Source: an optimization exercise on an open RTL-to-GDS flow (aim: small area). Production flows keep margins and buffers that such runs may drop.
The RTL was checked by simulation tests, not by an equivalence proof against the original design.
The flow treats the clock pin as an ideal source, which a real chip does not have.
No activity file was given, so power comes from the tool's default toggle rates.

Design VGA, start of the top module:
module VGA(CLOCK_50, reset, VGA_R, VGA_G, VGA_B, VGA_HS, VGA_VS, SW, PaddleBtn, PauseBtn, HEX0_D, HEX1_D, HEX2_D, LEDG);
input		wire				CLOCK_50;
input		wire				reset;
input 	wire	[9:0]		SW;
input		wire	[1:0]		PaddleBtn;
input		wire				PauseBtn;
output 	wire 	[2:0]		LEDG;
output 	wire 	[6:0]		HEX0_D;
output 	wire 	[6:0]		HEX1_D;
output 	wire 	[6:0]		HEX2_D;
output	wire	[3:0]		VGA_R;
output	wire	[3:0]		VGA_G;
output	wire	[3:0]		VGA_B;
output	wire	[0:0]		VGA_HS;
output	wire	[0:0]		VGA_VS;
function [10:0] add;
	input [10:0] a;
	input [10:0] b;
	input        ci;
	integer i;
	reg c;
	begin
		c = ci;
		for (i = 0; i < 11; i = i + 1) begin
			add[i] = a[i] ^ b[i] ^ c;
			c = (a[i] & b[i]) | (c & (a[i] ^ b[i]));
		end
	end
endfunction
function [9:0] updn;
	input [9:0] q;
	input       en;
	input       dn;
	integer i;
	reg c;
	begin
		c = en;
		for (i = 0; i < 10; i = i + 1) begin
			updn[i] = q[i] ^ c;
			c = c & (q[i] ^ dn);
		end
	end
endfunction
function ltu;
	input [10:0] a;
	input [10:0] b;
	integer i;
	reg lt;
	begin
		lt = 1'b0;
		for (i = 0; i < 11; i = i + 1)
			lt = (~a[i] & b[i]) | (~(a[i] ^ b[i]) & lt);
		ltu = lt;
	end
endfunction
reg [9:0] hx;
reg [9:0] vy;
reg       vs_r;
wire      hend = (hx == 10'd640);
wire [9:0] hx_i = updn(hx, 1'b1, 1'b0);
wire [9:0] vy_i = updn(vy, 1'b1, 1'b0);
always @(posedge CLOCK_50) begin
	if (reset) begin
		hx <= 10'd864;
		vy <= 10'd979;
	end else if (hend) begin
		hx <= 10'd865;
		vy <= (vy == 10'd480) ? 10'd980 : vy_i;
	end else
		hx <= hx_i;
end
always @(posedge CLOCK_50) begin
	if (reset)               vs_r <= 1'b1;
	else if (vy == 10'd989)  vs_r <= 1'b0;
	else if (vy == 10'd991)  vs_r <= 1'b1;
end
assign VGA_HS = ~(~ltu({1'b0, hx}, 11'd881) & ltu({1'b0, hx}, 11'd977));
assign VGA_VS = vs_r;
reg [9:0] bx;         
reg [9:0] by;         
  ...
==> flow/config.mk <==
export PLATFORM = sky130hd
export DESIGN_NAME = VGA
export DESIGN_NICKNAME = VGA
export VERILOG_FILES = /design/flow/design.v
export SDC_FILE = /design/flow/constraint.sdc
export NUM_CORES = 4
export LEC_CHECK = 0
export CAP_MARGIN = 20
export CORE_MARGIN = 2
export CORE_UTILIZATION = 40
export SLEW_MARGIN = 20
==> flow/constraint.sdc <==
create_clock -name core_clock -period 10.0 [get_ports {CLOCK_50}]
set_input_delay 2.0000 -clock core_clock [delete_from_list [all_inputs] [get_ports {CLOCK_50}]]
set_output_delay 2.0000 -clock core_clock [all_outputs]
set_load 0.01 [all_outputs]
standard.sh (not shown) runs the stock make flow with config.mk's settings and CLKGATE_MAP_FILE= SYNTH_SCRIPT=/design/flow/synth_recipe.tcl, a recipe that flattens the netlist after the stock synthesis.
==> flow/flow/run.sh <==
#!/bin/bash
# Own layout flow: the standard synthesis, then an area-oriented re-mapping
# of the combinational logic (registers, full adders and tie cells kept as they
# are), then the standard ORFS layout with small port buffers and a lighter
# clock tree.  Each tool writes its full output to a log_*.txt file here.
set -euo pipefail
W="$(cd "$(dirname "${BASH_SOURCE[0]}")/.." && pwd)"
cd "$W"
R="$W/orfs/results/${FLOW_PLATFORM:-sky130hd}/VGA/base"
LIB="$FLOW_HOME/platforms/sky130hd/lib/sky130_fd_sc_hd__tt_025C_1v80.lib"

# 1. standard synthesis
bash standard.sh synth > log_1_synth.txt 2>&1
cp "$R/1_2_yosys.v" "$W/standard_1_2_yosys.v"

# 2. re-map the combinational logic for area
DU=""
for c in $(sed -n '/^export DONT_USE_CELLS/,/^#/p' "$FLOW_HOME/platforms/sky130hd/config.mk" | grep -o 'sky130_fd_sc_hd__[a-z0-9_]*'); do
	DU="$DU -dont_use $c"
done
cat > "$W/resyn.ys" <<EOY
read_liberty -ignore_miss_func $LIB
blackbox sky130_fd_sc_hd__dfxtp_1 sky130_fd_sc_hd__conb_1 sky130_fd_sc_hd__fa_1
read_verilog $W/standard_1_2_yosys.v
hierarchy -top VGA
flatten
opt_clean -purge
abc -liberty $LIB $DU -script $W/flow/area.abc
read_liberty -lib -overwrite -ignore_miss_func $LIB
opt_clean -purge
hilomap -singleton -hicell sky130_fd_sc_hd__conb_1 HI -locell sky130_fd_sc_hd__conb_1 LO
insbuf -buf sky130_fd_sc_hd__buf_4 A X
splitnets
opt_clean -purge
check -assert
tee -o $W/resyn_stat.txt stat -liberty $LIB
write_verilog -noattr -nohex -nodec $R/1_2_yosys.v
EOY
yosys -s "$W/resyn.ys" > log_2_resyn.txt 2>&1

# 3. rebuild the synthesis database from the new netlist
bash standard.sh do-1_synth > log_3_synth_odb.txt 2>&1

# 4. the rest of the standard layout
bash standard.sh finish \
	"BUFFER_PORTS_ARGS=-buffer_cell sky130_fd_sc_hd__buf_1" \
	"CTS_ARGS=-sink_clustering_enable -repair_clock_nets -buf_list sky130_fd_sc_hd__clkbuf_8 -dont_use_dummy_load" \
	> log_4_layout.txt 2>&1
==> flow/flow/area.abc <==
strash
&get -n
&st
&deepsyn -T 30
&put
dch -f
amap
topo
Rerun with:
--- a/flow/design.v
+++ b/flow/design.v
@@ -205,29 +205,29 @@
 		s1 <= ns1; s2 <= ns2;
 	end else begin
 		bx <= bx_n; by <= by_n;
 		if (play) begin
 			vr <= nr; vu <= nu; vd <= nd;
 		end
 	end
 end
 function [6:0] seg;
 	input [3:0] v;
 	begin
-		seg[0] = (~v[3] & ~v[2] & ~v[1] & v[0]) | (v[2] & ~v[1] & ~v[0]);
-		seg[1] = v[2] & (v[1] ^ v[0]);
-		seg[2] = ~v[2] & v[1] & ~v[0];
-		seg[3] = seg[0] | (v[2] & v[1] & v[0]);
-		seg[4] = (v[2] & ~v[1]) | v[0];
-		seg[5] = (~v[3] & ~v[2] & v[0]) | (~v[2] & v[1]) | (v[1] & v[0]);
-		seg[6] = (~v[3] & ~v[2] & ~v[1]) | (v[2] & v[1] & v[0]);
+		seg[0] = ~(v[3] | v[1] | v[2] & v[0] | ~v[2] & ~v[0]);
+		seg[1] = ~(~v[2] | ~v[1] & ~v[0] | v[1] & v[0]);
+		seg[2] = ~(v[2] | ~v[1] | v[0]);
+		seg[3] = ~(~v[2] & ~v[0] | v[1] & ~v[0] | v[2] & ~v[1] & v[0] | ~v[2] & v[1] | v[3]);
+		seg[4] = ~(~v[2] & ~v[0] | v[1] & ~v[0]);
+		seg[5] = ~(v[3] | ~v[1] & ~v[0] | v[2] & ~v[1] | v[2] & ~v[0]);
+		seg[6] = ~(v[3] | v[2] & ~v[1] | ~v[2] & v[1] | v[1] & ~v[0]);
 	end
 endfunction
 assign HEX0_D = seg(s2);
 assign HEX2_D = seg(s1);
 assign HEX1_D = 7'b0111111;
 wire [8:0]  pv  = hx[9] ? p2 : p1;
 wire [10:0] dpy = add({2'b00, vy[8:0]}, ~{2'b00, pv}, 1'b0);
 wire [10:0] dbx = add({1'b0, hx}, ~{1'b0, bx}, 1'b0);
 wire [10:0] dby = add({2'b00, vy[8:0]}, ~{2'b00, by[8:0]}, 1'b0);
 wire in_px   = (~hx[9] & ~hx[8] & ~hx[7] & ~hx[6] & ~hx[5] & ~hx[4] & (hx[3:0] != 4'd0) & ltu({7'd0, hx[3:0]}, 11'd10))
              | (hx[9] & ~hx[8] & hx[6] & hx[5] & hx[4] & (hx[3] | (hx[2] & hx[1] & hx[0])));
Effect: The changed run produced a clean layout; utilization shrinks by 0.35 points; clock-buffer cell count does not change; area after synthesis is about the same; final area came out lower by about 0.46%; setup slack gains 0.35 ns; total power goes down by 2.7%; wire length rises by about 0.6%; synthesized cell count is unchanged; cell count is lower by about 0.6%; sequential cell count stays the same.

========
## v6
Starting RTL as in the previous note.
Settings: LEC_CHECK=0, CAP_MARGIN=20, CORE_MARGIN=2, CORE_UTILIZATION=40, SLEW_MARGIN=20; clock period 10.0 ns.
==> flow/flow/run.sh <==
#!/bin/bash
# Own layout flow: the standard synthesis, then an area-oriented re-mapping
# of the combinational logic (registers, full adders and tie cells kept as they
# are), then the standard ORFS layout with small port buffers, one tie cell
# per constant value and a lighter clock tree.  Each tool writes its full
# output to a log_*.txt file here.
set -euo pipefail
W="$(cd "$(dirname "${BASH_SOURCE[0]}")/.." && pwd)"
cd "$W"
R="$W/orfs/results/${FLOW_PLATFORM:-sky130hd}/VGA/base"
LIB="$FLOW_HOME/platforms/sky130hd/lib/sky130_fd_sc_hd__tt_025C_1v80.lib"

# 1. standard synthesis
bash standard.sh synth > log_1_synth.txt 2>&1
cp "$R/1_2_yosys.v" "$W/standard_1_2_yosys.v"

# 2. re-map the combinational logic for area
DU=""
for c in $(sed -n '/^export DONT_USE_CELLS/,/^#/p' "$FLOW_HOME/platforms/sky130hd/config.mk" | grep -o 'sky130_fd_sc_hd__[a-z0-9_]*'); do
	DU="$DU -dont_use $c"
done
# ABC's deepsyn is randomised: run it with four seeds in parallel and keep
# the smallest netlist.
for S in 1 2 3 4; do
	cat > "$W/area_$S.abc" <<EOA
strash
&get -n
&st
&deepsyn -T 40 -S $S
&put
dch -f
amap
topo
EOA
	cat > "$W/resyn_$S.ys" <<EOY
read_liberty -ignore_miss_func $LIB
blackbox sky130_fd_sc_hd__dfxtp_1 sky130_fd_sc_hd__conb_1 sky130_fd_sc_hd__fa_1
read_verilog $W/standard_1_2_yosys.v
hierarchy -top VGA
flatten
opt_clean -purge
abc -liberty $LIB $DU -script $W/area_$S.abc
read_liberty -lib -overwrite -ignore_miss_func $LIB
opt_clean -purge
hilomap -singleton -hicell sky130_fd_sc_hd__conb_1 HI -locell sky130_fd_sc_hd__conb_1 LO
insbuf -buf sky130_fd_sc_hd__buf_1 A X
splitnets
opt_clean -purge
check -assert
tee -o $W/resyn_stat_$S.txt stat -liberty $LIB
write_verilog -noattr -nohex -nodec $W/resyn_$S.v
EOY
	yosys -s "$W/resyn_$S.ys" > "log_2_resyn_$S.txt" 2>&1 &
done
wait
best=$(for S in 1 2 3 4; do
	a=$(grep "Chip area" "$W/resyn_stat_$S.txt" 2>/dev/null | awk '{print $NF}')
	if [[ -n "$a" ]]; then echo "$a $S"; fi
done | sort -g | head -n 1 | awk '{print $2}')
best_area=$(grep "Chip area" "$W/resyn_stat_$best.txt" | awk '{print $NF}')
echo "kept seed $best, area $best_area" > log_2_resyn_choice.txt
cp "$W/resyn_$best.v" "$R/1_2_yosys.v"

# 3. rebuild the synthesis database from the new netlist
bash standard.sh do-1_synth > log_3_synth_odb.txt 2>&1

# 4. the rest of the standard layout
bash standard.sh finish \
	"BUFFER_PORTS_ARGS=-buffer_cell sky130_fd_sc_hd__buf_1" \
	"SKIP_REPAIR_TIE_FANOUT=1" \
	"POST_CTS_TCL=$W/flow/post_cts.tcl" \
	"CTS_ARGS=-sink_clustering_enable -repair_clock_nets -buf_list sky130_fd_sc_hd__clkbuf_8 -dont_use_dummy_load" \
	> log_4_layout.txt 2>&1
Other scripts of this flow, unchanged in this note and not shown: flow/flow/post_cts.tcl
What v7 does differently from v6 at the input level:
-- flow/design.v --
<<< v6, line 133
end
assign LEDG = {2'b00, pause};
wire [10:0] e1 = add({1'b0, by}, ~{2'b00, p1}, 1'b1) ^ 11'h400;
wire [10:0] e2 = add({1'b0, by}, ~{2'b00, p2}, 1'b1) ^ 11'h400;
wire play  = tick & ~pause;
wire p1_up = ltu({2'b00, p1}, 11'd420);
>>> v7, line 133
end
assign LEDG = {2'b00, pause};
wire [8:0]  pe = tick ? p2 : p1;
wire [10:0] e  = add({1'b0, by}, ~{2'b00, pe}, 1'b1) ^ 11'h400;
wire e_lo  = ltu(e, (11'h400 + (-9)));      
wire e_hi  = ~ltu(e, (11'h400 + (61)));     
wire e_hit = ~ltu({2'b00, pe}, 11'd9) & ~e_lo & ~e_hi;
wire e_a   = ltu(e, (11'h400 + (15)));
wire e_b   = ltu(e, (11'h400 + (37)));
wire play  = tick & ~pause;
wire p1_up = ltu({2'b00, p1}, 11'd420);
<<< v6, line 145
wire [9:0] p2m_n = updn({1'b0, p2m}, p2_en, PaddleBtn[0]);
wire by_ai  = ~ltu({1'b0, by}, 11'd30) & ltu({1'b0, by}, 11'd451);
wire ai_dec = ltu(e2, (11'h400 + (-9)));
wire ai_inc = ~ltu(e2, (11'h400 + (61)));
wire ai_en  = tick & SW[8] & by_ai & (ai_dec | ai_inc);
wire [9:0] p2a_n = updn({1'b0, p2a}, ai_en, ai_dec);
>>> v7, line 150
wire [9:0] p2m_n = updn({1'b0, p2m}, p2_en, PaddleBtn[0]);
wire by_ai  = ~ltu({1'b0, by}, 11'd30) & ltu({1'b0, by}, 11'd451);
wire ai_dec = e_lo;
wire ai_inc = e_hi;
wire ai_en  = tick & SW[8] & by_ai & (ai_dec | ai_inc);
wire [9:0] p2a_n = updn({1'b0, p2a}, ai_en, ai_dec);
<<< v6, line 160
	end
end
wire hit1  = ~ltu({2'b00, p1}, 11'd9) & ~ltu(e1, (11'h400 + (-9))) & ltu(e1, (11'h400 + (61)));
wire sec1a = ltu(e1, (11'h400 + (15)));
wire sec1b = ltu(e1, (11'h400 + (37)));
wire hit2  = ~ltu({2'b00, p2}, 11'd9) & ~ai_dec & ~ai_inc;
wire sec2a = ltu(e2, (11'h400 + (15)));
wire sec2b = ltu(e2, (11'h400 + (37)));
reg       nr, nu, nd;
reg [3:0] ns1, ns2;
>>> v7, line 165
	end
end
reg  hit1, sec1a, sec1b;
always @(posedge CLOCK_50) begin
	hit1  <= e_hit;
	sec1a <= e_a;
	sec1b <= e_b;
end
wire hit2  = e_hit;
wire sec2a = e_a;
wire sec2b = e_b;
reg       nr, nu, nd;
reg [3:0] ns1, ns2;
### Flow results
Sequential power was higher in v7 than in v6. Post-route core utilization delta (v6 -> v7): insignificant. v6 and v7 ended up with roughly the same critical path required time. In the tables for v7 and v6, average detailed-routed wire length per instance reads higher with v6. Measured against each other, v7 and v6 differ in setup slack, the higher figure coming from v6. Fmax: v7 lower than v6. From v6 to v7 the numbers moved as follows: via count +about 3%, sum of net half-perimeters after detailed placement -200 um. On part of the total power dissipated in combinational logic, the higher figure sits with v7, not v6. Changes observed in v7 relative to v6: number of standard cells in the layout, taps in and fillers out increased 13; cell area after technology mapping decreased 0.75%; global-route usage essentially unchanged; layout-stage area growth over the synthesis result increased 0.38 points. Against v6 as the reference, v7 delivers a lower routed wire length.

-- what the ideal ports hide --
No port has a modelled driver above. Below, the same layouts with a new extraction and two added sets of constraints.
Step 1: set_driving_cell puts a clkbuf_16 on CLOCK_50 and a buf_2 on each other input, an assumption about the parent block.
Step 2 also shifts input and output timing later by t, the mid clock arrival at the registers, as if the neighbouring blocks saw the same clock.
a / b / c = no drivers / after step 1 / after step 2; a / b = the first two.
run	t (ns)	setup WS [ns]	clock arrival spread, ns
the first run of note 1	0.478	0.854 / 0.869 / 0.392	0.033 / 0.033
the second run of note 1	0.468	1.207 / 1.221 / 0.753	0.040 / 0.040
v6	0.443	1.463 / 1.462 / 1.020	0.030 / 0.031
v7	0.449	1.207 / 1.219 / 0.771	0.035 / 0.035
After both steps every run listed still meets setup and hold. The setup slack of the first run of note 1, which loses most, moves by +0.015 ns with the drivers and by -0.462 ns with both steps.
